This design comes from an exercise in tuning for small area on the open sky130 flow, not from production work.
In this exercise RTL edits were held to simulation tests only and were not proved equivalent to the original.
No driver is modelled on the clock port, so clock power and skew are understated where the tree is cut down; a real chip needs a root buffer or a tree.
Power and IR drop assume default switching activity.

==> flow/design.v <==
module buck_v1_0 #(
  parameter model_data_width = 25,
  parameter model_decimal_width = 16
)(
  input aclk,
  input resetn,
  input clock_enable,
  input pwm,
  input signed [model_data_width-1:0] input_voltage,
  input signed [model_data_width-1:0] period_inductor,
  input signed [model_data_width-1:0] period_capacitor,
  input signed [model_data_width-1:0] inverse_resistor,
  output reg signed [model_data_width-1:0] inductor_current,
  output reg signed [model_data_width-1:0] capacitor_current,
  output reg signed [model_data_width-1:0] output_current,
  output reg signed [model_data_width-1:0] output_voltage
);
  reg  [2:0] ph;    
  reg  [5:0] it;    
  reg        p;     
  reg        c1;    
  reg        c2;    
  wire idle = ph[2] & (ph[1] | ph[0]);
  wire run  = ~idle;
  wire ph0 = (ph == 3'd0);
  wire ph1 = (ph == 3'd1);
  wire ph2 = (ph == 3'd2);
  wire ph3 = (ph == 3'd3);
  wire ph4 = (ph == 3'd4);
  wire it_last = it[5] & it[3];               
  wire it_hi   = it[5] | it[4];               
  wire it_lo   = ~it[5] & ~(it[4] & it[3]);   
  always @(posedge aclk)
    if (!resetn)
      ph <= 3'd7;
    else if (clock_enable) begin
      ph <= 3'd0;
      p <= pwm;
    end else if (run & it_last)
      ph <= ph + 3'd1;
  always @(posedge aclk)
    if (clock_enable)
      it <= 6'd0;
    else if (it_last)
      it <= ph3 ? 6'd16 : 6'd0;
    else
      it <= it + 6'd1;
  wire [31:0] vin_ext = {{7{input_voltage[24]}}, input_voltage};
  wire a2 = p & (it[5] ? input_voltage[24] : vin_ext[it[4:0]]);
  wire b2 = ~output_voltage[0];
  wire dv = a2 ^ b2 ^ c2;
  always @(posedge aclk)
    if (!ph1)
      c2 <= 1'b1;
    else if (it_lo)
      c2 <= (a2 & b2) | (a2 & c2) | (b2 & c2);
  wire x  = ph1 ? dv : ph2 ? output_current[0] : output_voltage[0];
  wire gx = x & (ph0 | ph3);
  wire lx = x & ph1;
  wire cx = x & ph2;
  wire [24:0] ppn = ~((inverse_resistor & {25{gx}}) |
                      (period_inductor  & {25{lx}}) |
                      (period_capacitor & {25{cx}}));
  wire [24:0] q = capacitor_current;
  wire [24:0] s;
  wire [25:0] cy;
  assign cy[0] = 1'b1;
  genvar k;
  generate
    for (k = 0; k < 25; k = k + 1) begin : g_add
      assign s[k] = q[k] ^ ppn[k] ^ cy[k];
      assign cy[k+1] = (q[k] & ppn[k]) | (q[k] & cy[k]) | (ppn[k] & cy[k]);
    end
  endgenerate
  wire s25 = (q[24] & ppn[24]) | (q[24] & s[24]) | (ppn[24] & s[24]);
  wire ob = s[0];    
  wire sub = ~ph0;
  wire a1 = ph2 ? output_voltage[0] : ph3 ? 1'b0 : inductor_current[0];
  wire b1 = (ph4 ? output_current[0] : ob) ^ sub;
  wire sum1 = a1 ^ b1 ^ c1;
  always @(posedge aclk)
    if (clock_enable)
      c1 <= 1'b0;
    else if (it_last)
      c1 <= 1'b1;
    else if (it_hi)
      c1 <= (a1 & b1) | (a1 & c1) | (b1 & c1);
    else
      c1 <= ((c1 ^ sub) | ob) ^ sub;
  wire acc_clr = clock_enable | (run & it_last & ~ph[2] & ~(ph[1] & ph[0]));
  wire ic_hold = resetn & ~clock_enable & idle;
  wire ic_load = resetn & ~acc_clr & run;
  wire [24:0] ic_next = {(ph4 ? sum1 : s25), s[24:1]};
  always @(posedge aclk)
    capacitor_current <= ({25{ic_hold}} & capacitor_current) |
                         ({25{ic_load}} & ic_next);
  wire il_en = run & it_hi & (ph0 | ph1 | ph4);
  wire il_in = ph1 ? sum1 : inductor_current[0];
  always @(posedge aclk)
    inductor_current <= ({25{resetn & ~il_en}} & inductor_current) |
                        ({25{resetn & il_en}} & {il_in, inductor_current[24:1]});
  wire vo_en = run & (ph2 ? it_hi : (~ph[2] & (it_lo | it_last)));
  wire vo_in = ph2 ? sum1 : output_voltage[0];
  always @(posedge aclk)
    output_voltage <= ({25{resetn & ~vo_en}} & output_voltage) |
                      ({25{resetn & vo_en}} & {vo_in, output_voltage[24:1]});
  wire io_en = run & (ph2 ? it_lo : (it_hi & ~ph1));
  wire io_in = (ph0 | ph3) ? sum1 : output_current[0];
  always @(posedge aclk)
    output_current <= ({25{resetn & ~io_en}} & output_current) |
                      ({25{resetn & io_en}} & {io_in, output_current[24:1]});
endmodule
==> flow/flow/run.sh <==
#!/bin/bash
# Layout flow: the standard ORFS flow (standard.sh) with changes that only
# affect which cells implement the logic, not the design or its constraints:
#  1. synthesis maps the combinational logic with an area-oriented ABC script
#     (flow/abc_area.script); flip-flops come from the standard steps;
#  2. after synthesis, chains of full adders fed through inverters are
#     flipped to the other polarity (flow/fixfa.py) and the combinational
#     logic around them is re-mapped with ABC (flow/remap.ys); registers,
#     their names and cell types are untouched;
#  3. ports are buffered with the smallest buffer (buf_1);
#  4. CTS uses clkbuf_8 without dummy loads; the registers are then regrouped
#     into 4 balanced clusters, each with one leaf buffer driven by the clock
#     port and sized to keep the clock edge fast (flow/post_cts.tcl).
# Each tool's output goes to a log_*.txt file in the work folder.
set -euo pipefail
W=$PWD
R=$W/orfs/results/sky130hd/buck_v1_0/base
YOSYS=$FLOW_HOME/../tools/install/yosys/bin/yosys
rm -rf "$W/scripts_area"
cp -r "$FLOW_HOME/scripts" "$W/scripts_area"
cp "$W/flow/abc_area.script" "$W/scripts_area/abc_area.script"
bash standard.sh SCRIPTS_DIR="$W/scripts_area" "$R/1_2_yosys.v" > "$W/log_synth.txt" 2>&1
cp "$R/1_2_yosys.v" "$W/synth_standard_abc.v"
python3 "$W/flow/fixfa.py" "$R/1_2_yosys.v" "$W/remap_in.v" > "$W/log_fixfa.txt" 2>&1
cp "$W/flow/abc_area.script" "$W/abc_area.script"
"$YOSYS" -s "$W/flow/remap.ys" > "$W/log_remap.txt" 2>&1
cp "$W/remap_out.v" "$R/1_2_yosys.v"
bash standard.sh synth > "$W/log_synth_odb.txt" 2>&1
export BUFFER_PORTS_ARGS="-buffer_cell sky130_fd_sc_hd__buf_1"
export CTS_ARGS="-sink_clustering_enable -repair_clock_nets -dont_use_dummy_load -buf_list {sky130_fd_sc_hd__clkbuf_8}"
export POST_CTS_TCL="$W/flow/post_cts.tcl"
bash standard.sh finish > "$W/log_finish.txt" 2>&1
==> flow/flow/abc_area.script <==
strash
&get -n
&dch -f
&nf -a -R 1000
&put
strash
&get -n
&dch -f
&nf -a -R 1000
&put
topo
==> flow/flow/fixfa.py <==
#!/usr/bin/env python3
"""Flip the polarity of chains of sky130 full adders in a Yosys netlist.

A full adder is self-dual: fa(~a, ~b, ~c) = (~sum, ~cout). Synthesis often
feeds a chain of full adders through inverters on most inputs. For each
connected chain (full adders linked cout -> input) this tool feeds every
input in the other polarity (taking the inverter's input where an inverter
drives it, else adding one) and inverts the outputs that leave the chain.
It does so only when that removes more inverters than it adds. Logic
function is unchanged; a later ABC run absorbs the added inverters.
"""
import re, sys, collections

src = open(sys.argv[1]).read()
inst_re = re.compile(r'^(\s*)(sky130_fd_sc_hd__\w+)\s+(\S+)\s*\((.*?)\);\s*$', re.S | re.M)
pin_re = re.compile(r'\.(\w+)\(([^()]*?)\s*\)')
OUTS = {'X', 'Y', 'Q', 'Q_N', 'SUM', 'COUT', 'HI', 'LO'}

insts = []
for m in inst_re.finditer(src):
    pins = [(p, n.strip()) for p, n in pin_re.findall(m.group(4))]
    insts.append({'type': m.group(2), 'name': m.group(3), 'pins': pins, 'span': m.span()})

drv = {}
loads = collections.defaultdict(list)
for i, c in enumerate(insts):
    for p, n in c['pins']:
        if p in OUTS:
            drv[n] = (i, p)
        else:
            loads[n].append((i, p))

def is_inv(i):
    t = insts[i]['type']
    return re.search(r'__(clk)?inv_\d+$', t) is not None

def is_fa(i):
    return re.search(r'__fa_\d+$', insts[i]['type']) is not None

# connected components of fa cells through cout -> fa input
fa_ids = [i for i in range(len(insts)) if is_fa(i)]
parent = {i: i for i in fa_ids}
def find(x):
    while parent[x] != x:
        parent[x] = parent[parent[x]]
        x = parent[x]
    return x
for i in fa_ids:
    cout = dict(insts[i]['pins']).get('COUT')
    for (j, p) in loads.get(cout, []):
        if j in parent:
            parent[find(j)] = find(i)
comps = collections.defaultdict(list)
for i in fa_ids:
    comps[find(i)].append(i)

# existing inverter outputs for each net (to reuse)
inv_of = {}
for i in range(len(insts)):
    if is_inv(i):
        d = dict(insts[i]['pins'])
        inv_of.setdefault(d['A'], d['Y'])

new_cells = []
counter = [0]
def newnet():
    counter[0] += 1
    return '\\fafix_n%d ' % counter[0]
def newinv(a):
    y = newnet()
    counter[0] += 1
    new_cells.append('  sky130_fd_sc_hd__clkinv_1 \\fafix_i%d  (\n    .A(%s),\n    .Y(%s)\n  );\n' % (counter[0], a, y))
    return y

edits = {}  # inst index -> dict pin -> new net
total_gain = 0
for root, comp in comps.items():
    cs = set(comp)
    outnets = set()
    for i in comp:
        d = dict(insts[i]['pins'])
        outnets.add(d['SUM']); outnets.add(d['COUT'])
    # estimate gain
    removed = set(); added = 0
    for i in comp:
        for p, n in insts[i]['pins']:
            if p in ('A', 'B', 'CIN'):
                if n in drv and drv[n][0] in cs:
                    continue
                if n in drv and is_inv(drv[n][0]):
                    removed.add(drv[n][0])
                elif n not in inv_of:
                    added += 1
    # inverters we bypass are only removable if all their loads are comp inputs
    real_removed = 0
    for k in removed:
        y = dict(insts[k]['pins'])['Y']
        if all(j in cs and p in ('A', 'B', 'CIN') for j, p in loads[y]):
            real_removed += 1
    for n in outnets:
        if any(not (j in cs and p in ('A', 'B', 'CIN')) for j, p in loads.get(n, [])) or n not in loads:
            added += 1
    gain = real_removed - added
    sys.stderr.write('chain of %d fa: removes %d inverters, adds %d\n' % (len(comp), real_removed, added))
    if gain <= 0:
        continue
    total_gain += gain
    # apply
    flipped = {}  # original out net -> new net carrying its complement
    for i in comp:
        d = dict(insts[i]['pins'])
        for p in ('SUM', 'COUT'):
            flipped[d[p]] = newnet()
    for i in comp:
        e = {}
        for p, n in insts[i]['pins']:
            if p in ('A', 'B', 'CIN'):
                if n in flipped:
                    e[p] = flipped[n]
                elif n in drv and is_inv(drv[n][0]):
                    e[p] = dict(insts[drv[n][0]]['pins'])['A']
                elif n in inv_of:
                    e[p] = inv_of[n]
                else:
                    e[p] = newinv(n)
                    inv_of[n] = e[p]
            elif p in ('SUM', 'COUT'):
                e[p] = flipped[n]
        edits[i] = e
    for n, nn in flipped.items():
        others = [(j, p) for j, p in loads.get(n, []) if not (j in cs and p in ('A', 'B', 'CIN'))]
        if others or n not in loads:
            # restore the original net from the complement
            counter[0] += 1
            new_cells.append('  sky130_fd_sc_hd__clkinv_1 \\fafix_i%d  (\n    .A(%s),\n    .Y(%s)\n  );\n' % (counter[0], nn, n))

out = []
last = 0
for i, c in enumerate(insts):
    if i not in edits:
        continue
    s, e = c['span']
    out.append(src[last:s])
    body = '  %s %s (\n' % (c['type'], c['name']) + ',\n'.join('    .%s(%s)' % (p, edits[i].get(p, n)) for p, n in c['pins']) + '\n  );'
    out.append(body)
    last = e
out.append(src[last:])
res = ''.join(out)
# declare new nets and add new cells before endmodule
decl = ''.join('  wire \\fafix_n%d ;\n' % k for k in range(1, counter[0] + 1))
idx = res.rindex('endmodule')
res = res[:idx] + decl + ''.join(new_cells) + res[idx:]
open(sys.argv[2], 'w').write(res)
sys.stderr.write('total inverter gain %d\n' % total_gain)
==> flow/flow/post_cts.tcl <==
set_propagated_clock [all_clocks]
set my_clk_sizes {sky130_fd_sc_hd__clkbuf_2 sky130_fd_sc_hd__clkbuf_4 sky130_fd_sc_hd__clkbuf_8 sky130_fd_sc_hd__clkbuf_16}
set my_clk_limit_ps 95
set my_max_leaves 4
set block [ord::get_db_block]
set clknet [$block findNet aclk]

proc my_is_clkbuf {inst} { return [string match "clkbuf_*" [$inst getName]] }
proc my_out_net {inst} { return [[$inst findITerm X] getNet] }
proc my_center {inst} {
  set b [$inst getBBox]
  return [list [expr {([$b xMin] + [$b xMax]) / 2.0}] [expr {([$b yMin] + [$b yMax]) / 2.0}]]
}
proc my_sinks {net} {
  set r {}
  foreach it [$net getITerms] { if {![$it isOutputSignal]} { lappend r $it } }
  return $r
}
proc my_sink_slew {inst} {
  set w 0
  foreach it [my_sinks [my_out_net $inst]] {
    set p [get_pins "[[$it getInst] getName]/[[$it getMTerm] getName]"]
    foreach a {slew_max_rise slew_max_fall slew_min_rise slew_min_fall} {
      set w [expr {max($w, [sta::time_ui_sta [get_property $p $a]] * 1e12)}]
    }
  }
  return $w
}

# leaves: clock buffers that drive registers
set leaves {}
set inner {}
foreach inst [$block getInsts] {
  if {![my_is_clkbuf $inst]} { continue }
  set drives_buf 0
  foreach it [my_sinks [my_out_net $inst]] {
    if {[my_is_clkbuf [$it getInst]]} { set drives_buf 1 }
  }
  if {$drives_buf} { lappend inner $inst } else { lappend leaves $inst }
}
# regroup the registers into at most my_max_leaves clusters (k-means on
# their positions); each cluster gets one leaf buffer at its centroid
set sinks {}
foreach inst $leaves { foreach it [my_sinks [my_out_net $inst]] { lappend sinks $it } }
set pos {}
foreach it $sinks { lappend pos [my_center [$it getInst]] }
set nk [expr {min($my_max_leaves, [llength $leaves])}]
# initial centers: the first nk leaves, ordered by sink count
set seeds [lsort -decreasing -command {apply {{a b} {
  expr {[llength [my_sinks [my_out_net $a]]] - [llength [my_sinks [my_out_net $b]]]}}}} $leaves]
set centers {}
foreach inst [lrange $seeds 0 [expr {$nk - 1}]] {
  set sx 0.0; set sy 0.0; set sn 0
  foreach it [my_sinks [my_out_net $inst]] {
    lassign [my_center [$it getInst]] x y
    set sx [expr {$sx + $x}]; set sy [expr {$sy + $y}]; incr sn
  }
  lappend centers [list [expr {$sx / $sn}] [expr {$sy / $sn}]]
}
for {set iter 0} {$iter < 50} {incr iter} {
  # balanced assignment: closest (register, center) pairs first, each
  # center taking at most cap registers
  set cap [expr {([llength $pos] + $nk - 1) / $nk + 1}]
  set pairs {}
  set i 0
  foreach p $pos {
    lassign $p x y
    for {set k 0} {$k < $nk} {incr k} {
      lassign [lindex $centers $k] cx cy
      lappend pairs [list [expr {abs($x - $cx) + abs($y - $cy)}] $i $k]
    }
    incr i
  }
  set assign [lrepeat [llength $pos] -1]
  set fill [lrepeat $nk 0]
  foreach pr [lsort -real -index 0 $pairs] {
    lassign $pr d i k
    if {[lindex $assign $i] >= 0 || [lindex $fill $k] >= $cap} { continue }
    lset assign $i $k
    lset fill $k [expr {[lindex $fill $k] + 1}]
  }
  set newc {}
  for {set k 0} {$k < $nk} {incr k} {
    set sx 0.0; set sy 0.0; set sn 0
    foreach p $pos a $assign {
      if {$a == $k} { lassign $p x y; set sx [expr {$sx + $x}]; set sy [expr {$sy + $y}]; incr sn }
    }
    if {$sn == 0} { lappend newc [lindex $centers $k] } else { lappend newc [list [expr {$sx / $sn}] [expr {$sy / $sn}]] }
  }
  if {$newc eq $centers} { break }
  set centers $newc
}
set keep [lrange $seeds 0 [expr {$nk - 1}]]
foreach it $sinks a $assign {
  $it disconnect
  $it connect [my_out_net [lindex $keep $a]]
}
for {set k 0} {$k < $nk} {incr k} {
  lassign [lindex $centers $k] cx cy
  [lindex $keep $k] setLocation [expr {int($cx)}] [expr {int($cy)}]
}
foreach inst [lrange $seeds $nk end] {
  set onet [my_out_net $inst]
  foreach it [$inst getITerms] { $it disconnect }
  odb::dbInst_destroy $inst
  if {[llength [$onet getITerms]] == 0} { odb::dbNet_destroy $onet }
}
set leaves $keep
# the clock port drives the leaves directly
foreach inst $leaves {
  [$inst findITerm A] disconnect
  [$inst findITerm A] connect $clknet
}
foreach inst $inner {
  set onet [my_out_net $inst]
  foreach it [$inst getITerms] { $it disconnect }
  odb::dbInst_destroy $inst
  if {[llength [$onet getITerms]] == 0} { odb::dbNet_destroy $onet }
}
foreach inst $leaves {
  replace_cell [get_cells [$inst getName]] [lindex $my_clk_sizes 0]
}
for {set i 0} {$i < [llength $my_clk_sizes]} {incr i} {
  estimate_parasitics -placement
  set changed 0
  foreach inst $leaves {
    set m [[$inst getMaster] getName]
    set k [lsearch $my_clk_sizes $m]
    set w [my_sink_slew $inst]
    puts "clock buffer [$inst getName] $m: [llength [my_sinks [my_out_net $inst]]] sinks, sink slew $w ps"
    if {$w > $my_clk_limit_ps && $k >= 0 && $k < [llength $my_clk_sizes] - 1} {
      replace_cell [get_cells [$inst getName]] [lindex $my_clk_sizes [expr {$k + 1}]]
      incr changed
    }
  }
  if {$changed == 0} { break }
}
detailed_placement
check_placement -verbose
estimate_parasitics -placement
==> flow/flow/remap.ys <==
# Re-map the combinational logic of the synthesized netlist with ABC.
# Flip-flops, full adders and tie cells stay as they are (black boxes);
# every other cell is replaced by its function and mapped again.
read_liberty -ignore_miss_func /OpenROAD-flow-scripts/flow/platforms/sky130hd/lib/sky130_fd_sc_hd__tt_025C_1v80.lib
blackbox sky130_fd_sc_hd__dfxtp_* sky130_fd_sc_hd__edfxtp_* sky130_fd_sc_hd__fa_* sky130_fd_sc_hd__conb_1
read_verilog remap_in.v
hierarchy -top buck_v1_0
flatten
rename -hide w:*.*
opt_clean -purge
abc -script abc_area.script -liberty /OpenROAD-flow-scripts/flow/platforms/sky130hd/lib/sky130_fd_sc_hd__tt_025C_1v80.lib -dont_use sky130_fd_sc_hd__lpflow_bleeder_1 -dont_use sky130_fd_sc_hd__lpflow_clkbufkapwr_1 -dont_use sky130_fd_sc_hd__lpflow_clkbufkapwr_16 -dont_use sky130_fd_sc_hd__lpflow_clkbufkapwr_2 -dont_use sky130_fd_sc_hd__lpflow_clkbufkapwr_4 -dont_use sky130_fd_sc_hd__lpflow_clkbufkapwr_8 -dont_use sky130_fd_sc_hd__lpflow_clkinvkapwr_1 -dont_use sky130_fd_sc_hd__lpflow_clkinvkapwr_16 -dont_use sky130_fd_sc_hd__lpflow_clkinvkapwr_2 -dont_use sky130_fd_sc_hd__lpflow_clkinvkapwr_4 -dont_use sky130_fd_sc_hd__lpflow_clkinvkapwr_8 -dont_use sky130_fd_sc_hd__lpflow_decapkapwr_12 -dont_use sky130_fd_sc_hd__lpflow_decapkapwr_3 -dont_use sky130_fd_sc_hd__lpflow_decapkapwr_4 -dont_use sky130_fd_sc_hd__lpflow_decapkapwr_6 -dont_use sky130_fd_sc_hd__lpflow_decapkapwr_8 -dont_use sky130_fd_sc_hd__lpflow_inputiso0n_1 -dont_use sky130_fd_sc_hd__lpflow_inputiso0p_1 -dont_use sky130_fd_sc_hd__lpflow_inputiso1n_1 -dont_use sky130_fd_sc_hd__lpflow_inputiso1p_1 -dont_use sky130_fd_sc_hd__lpflow_inputisolatch_1 -dont_use sky130_fd_sc_hd__lpflow_isobufsrc_1 -dont_use sky130_fd_sc_hd__lpflow_isobufsrc_16 -dont_use sky130_fd_sc_hd__lpflow_isobufsrc_2 -dont_use sky130_fd_sc_hd__lpflow_isobufsrc_4 -dont_use sky130_fd_sc_hd__lpflow_isobufsrc_8 -dont_use sky130_fd_sc_hd__lpflow_isobufsrckapwr_16 -dont_use sky130_fd_sc_hd__lpflow_lsbuf_lh_hl_isowell_tap_1 -dont_use sky130_fd_sc_hd__lpflow_lsbuf_lh_hl_isowell_tap_2 -dont_use sky130_fd_sc_hd__lpflow_lsbuf_lh_hl_isowell_tap_4 -dont_use sky130_fd_sc_hd__lpflow_lsbuf_lh_isowell_4 -dont_use sky130_fd_sc_hd__lpflow_lsbuf_lh_isowell_tap_1 -dont_use sky130_fd_sc_hd__lpflow_lsbuf_lh_isowell_tap_2 -dont_use sky130_fd_sc_hd__lpflow_lsbuf_lh_isowell_tap_4 -dont_use sky130_fd_sc_hd__probe_p_8 -dont_use sky130_fd_sc_hd__probec_p_8 -D 28000
opt_clean -purge
hilomap -singleton -hicell sky130_fd_sc_hd__conb_1 HI -locell sky130_fd_sc_hd__conb_1 LO
insbuf -buf sky130_fd_sc_hd__buf_4 A X
opt_clean -purge
check
stat -liberty /OpenROAD-flow-scripts/flow/platforms/sky130hd/lib/sky130_fd_sc_hd__tt_025C_1v80.lib
write_verilog -noattr -nohex -nodec remap_out.v
==> flow/standard.sh <==
#!/bin/bash
# synth_recipe.tcl (not shown) runs the flow's synth.tcl, then flattens the netlist and writes it again
# the make line also repeats each setting of config.mk as NAME=value (left out here)
make -C /OpenROAD-flow-scripts/flow DESIGN_CONFIG=/design/flow/config.mk WORK_HOME=/design/flow/orfs CLKGATE_MAP_FILE= SYNTH_SCRIPT=/design/flow/synth_recipe.tcl "${@:-finish}"
==> flow/config.mk <==
export PLATFORM = sky130hd
export DESIGN_NAME = buck_v1_0
export DESIGN_NICKNAME = buck_v1_0
export VERILOG_FILES = /design/flow/design.v
export SDC_FILE = /design/flow/constraint.sdc
export NUM_CORES = 4
export LEC_CHECK = 0
export ABC_AREA = 1
export CAP_MARGIN = 20
export CORE_MARGIN = 2
export CORE_UTILIZATION = 65
export SLEW_MARGIN = 20
==> flow/constraint.sdc <==
create_clock -name core_clock -period 28.0 [get_ports {aclk}]
set_input_delay 5.6000 -clock core_clock [delete_from_list [all_inputs] [get_ports {aclk}]]
set_output_delay 5.6000 -clock core_clock [all_outputs]
set_load 0.01 [all_outputs]
==> run notes <==
1st-pass router iterations 10; Worst Path Buf+Inv 5; final instance area around 5600 um2; setup ws final 9035 ps; Rel. slew slack between 40 and 50%; area grow syn2layout 23.39%; pre-CTS setup slack between 8000 and 9000 ps; die area 7662 um2; vias in the first global route 3970; Mapped Nets 515; n_diodes 0; largest net degree at the start of global routing 30; I/O Buffers just over 200; Crit Path Category input port to register; WL per Instance roughly 18 um; gpl congestion around 0.90; min Tclk post-route between 15000 and 20000 ps; commonest cells after routing, fill and taps aside buf_1, dfxtp_1, a22o_1; Final Net Count 734; FP Rows 30; final std cells w/o fill slightly below 700; CP max stage delay 480 ps; worst hold slack roughly 490 ps; Final Skew around 8 ps; post-DR vias/cell around 6.3; CP arrival between 15000 and 20000 ps; yosys warns 1; global route overflow 0; die width 87.54 um; slowest cell on the critical path fa_1; Fin Setup TNS 0 ps; Post-Route WL between 10000 and 15000 um; Design Power approximately 250 uW; Synth Instances around 390; outcome timing/DRC/antenna clean; Slew Limit Fails 0; RSZ-0062 raised after global routing no; largest delay contributor family on the critical path adder cells; clk sinks roughly 110; required time of the worst setup path 28100 ps; Post-route DRC 0; final worst path period share roughly two thirds; Chip Height 87.54 um; DRT iter0 DRCs roughly 360; clk slew on worst S/H paths ~100 ps; num ports 204; leakage approximately 2 nW; area of the core 6756 um2; number of fill cells ~460; worst skew pair latency around 160 ps; Util after Layout between 80% and 90%; Synth Area per Inst about 12 um2; pwr dens between 40 and 50 nW/um2; initial core utilization about two thirds; Worst Setup Start Kind input port; worst vdd ir a little over 40 uV; # setup viols final 0; hold crit path type register to register; first-pass GRT wire length 18550 um; Cell Area, Placed between 5000 and 6000 um2; Max-cap violations 0; vias around 4300; placed insts around 680; most used cell, CP fa_1; Final ANT Viol Nets 0; layout cells sized above 1 3.156%; post-DP HPWL 8613 um; most common cell after layout, fill and taps aside buf_1; Final Hold Vio Count 0; fmax roughly 0.053 GHz; GRT Total Usage a little under a third; initial antenna violation count 0; Worst Max-Slew Pin Slew 808.5 ps; Setup crit end kind register; crit-path max FO 29; mapped cell area 4536 um2
## layer usage
layer / vias to the layer above / track usage, % / wire length [um]
li1: 1977 / - / -
met5: - / 0 / 0
met3: 23 / 6.409 / 902
met1: 2050 / 38.83 / 4817
met2: 213 / 51.79 / 5998
met4: 0 / 9.790 / 248
## sequential cells by signal (all words and copies together) (netlist names)
name / count
it: 6
inductor_current: 25
p: 1
output_voltage: 25
c1: 1
output_current: 25
c2: 1
ph: 3
capacitor_current: 25
## layout make-up
class / instances / area (um2) / share of cell area (%)
Multi-Input combinational cell: 267 / 2285 / 40.82
Sequential cell: 112 / 2252 / 40.24
Timing Repair Buffer: 213 / 837.1 / 14.96
Clock buffer: 4 / 100.1 / 1.789
Tap cell: 80 / 100.1 / 1.789
Inverter: 6 / 22.52 / 0.4024
## where the power goes
group | internal, mW | switching (mW)
Combinational | 0.0111 | 0.0154
Sequential | 0.161 | 0.00212
Clock | 0.0264 | 0.0387
## worst paths after layout
kind                                   startpoint               endpoint  slack [ps]  cells past startpoint
worst max-delay path            input_voltage[17]  capacitor_current[23]        9040                     42
worst min-delay path                        it[0]                  it[0]         490                      1
worst max register to register              it[0]  capacitor_current[23]       13760                     42
worst min register to register              it[0]                  it[0]         490                      1

-- afterwards: timing with drivers on the ports --
No port has a modelled driver above. Below, the same layout with a new extraction and two added sets of constraints.
Step 1 sets driving cells, clkbuf_16 on the clock port and buf_2 on the other inputs (assumed; they add their load-dependent delay and slew).
Step 2 times the ports against the registers' clock, not the clock port: input delays grow and output delays shrink by t, the midpoint of the rising clock arrivals with the driver on.
a / b / c = ideal / step 1 / step 2; a / b = the first two.
t (ns): 0.235
slack for setup (ns): 9.035 / 9.087 / 8.852
hold WS [ns]: 0.485 / 0.485 / 0.485
worst setup path at the end: input to register
worst register clock-pin slew, ns: 0.10 / 0.10
After both steps this run still meets setup and hold. For this run, drivers alone change the setup slack by +0.052 ns; drivers and shift together by -0.183 ns.
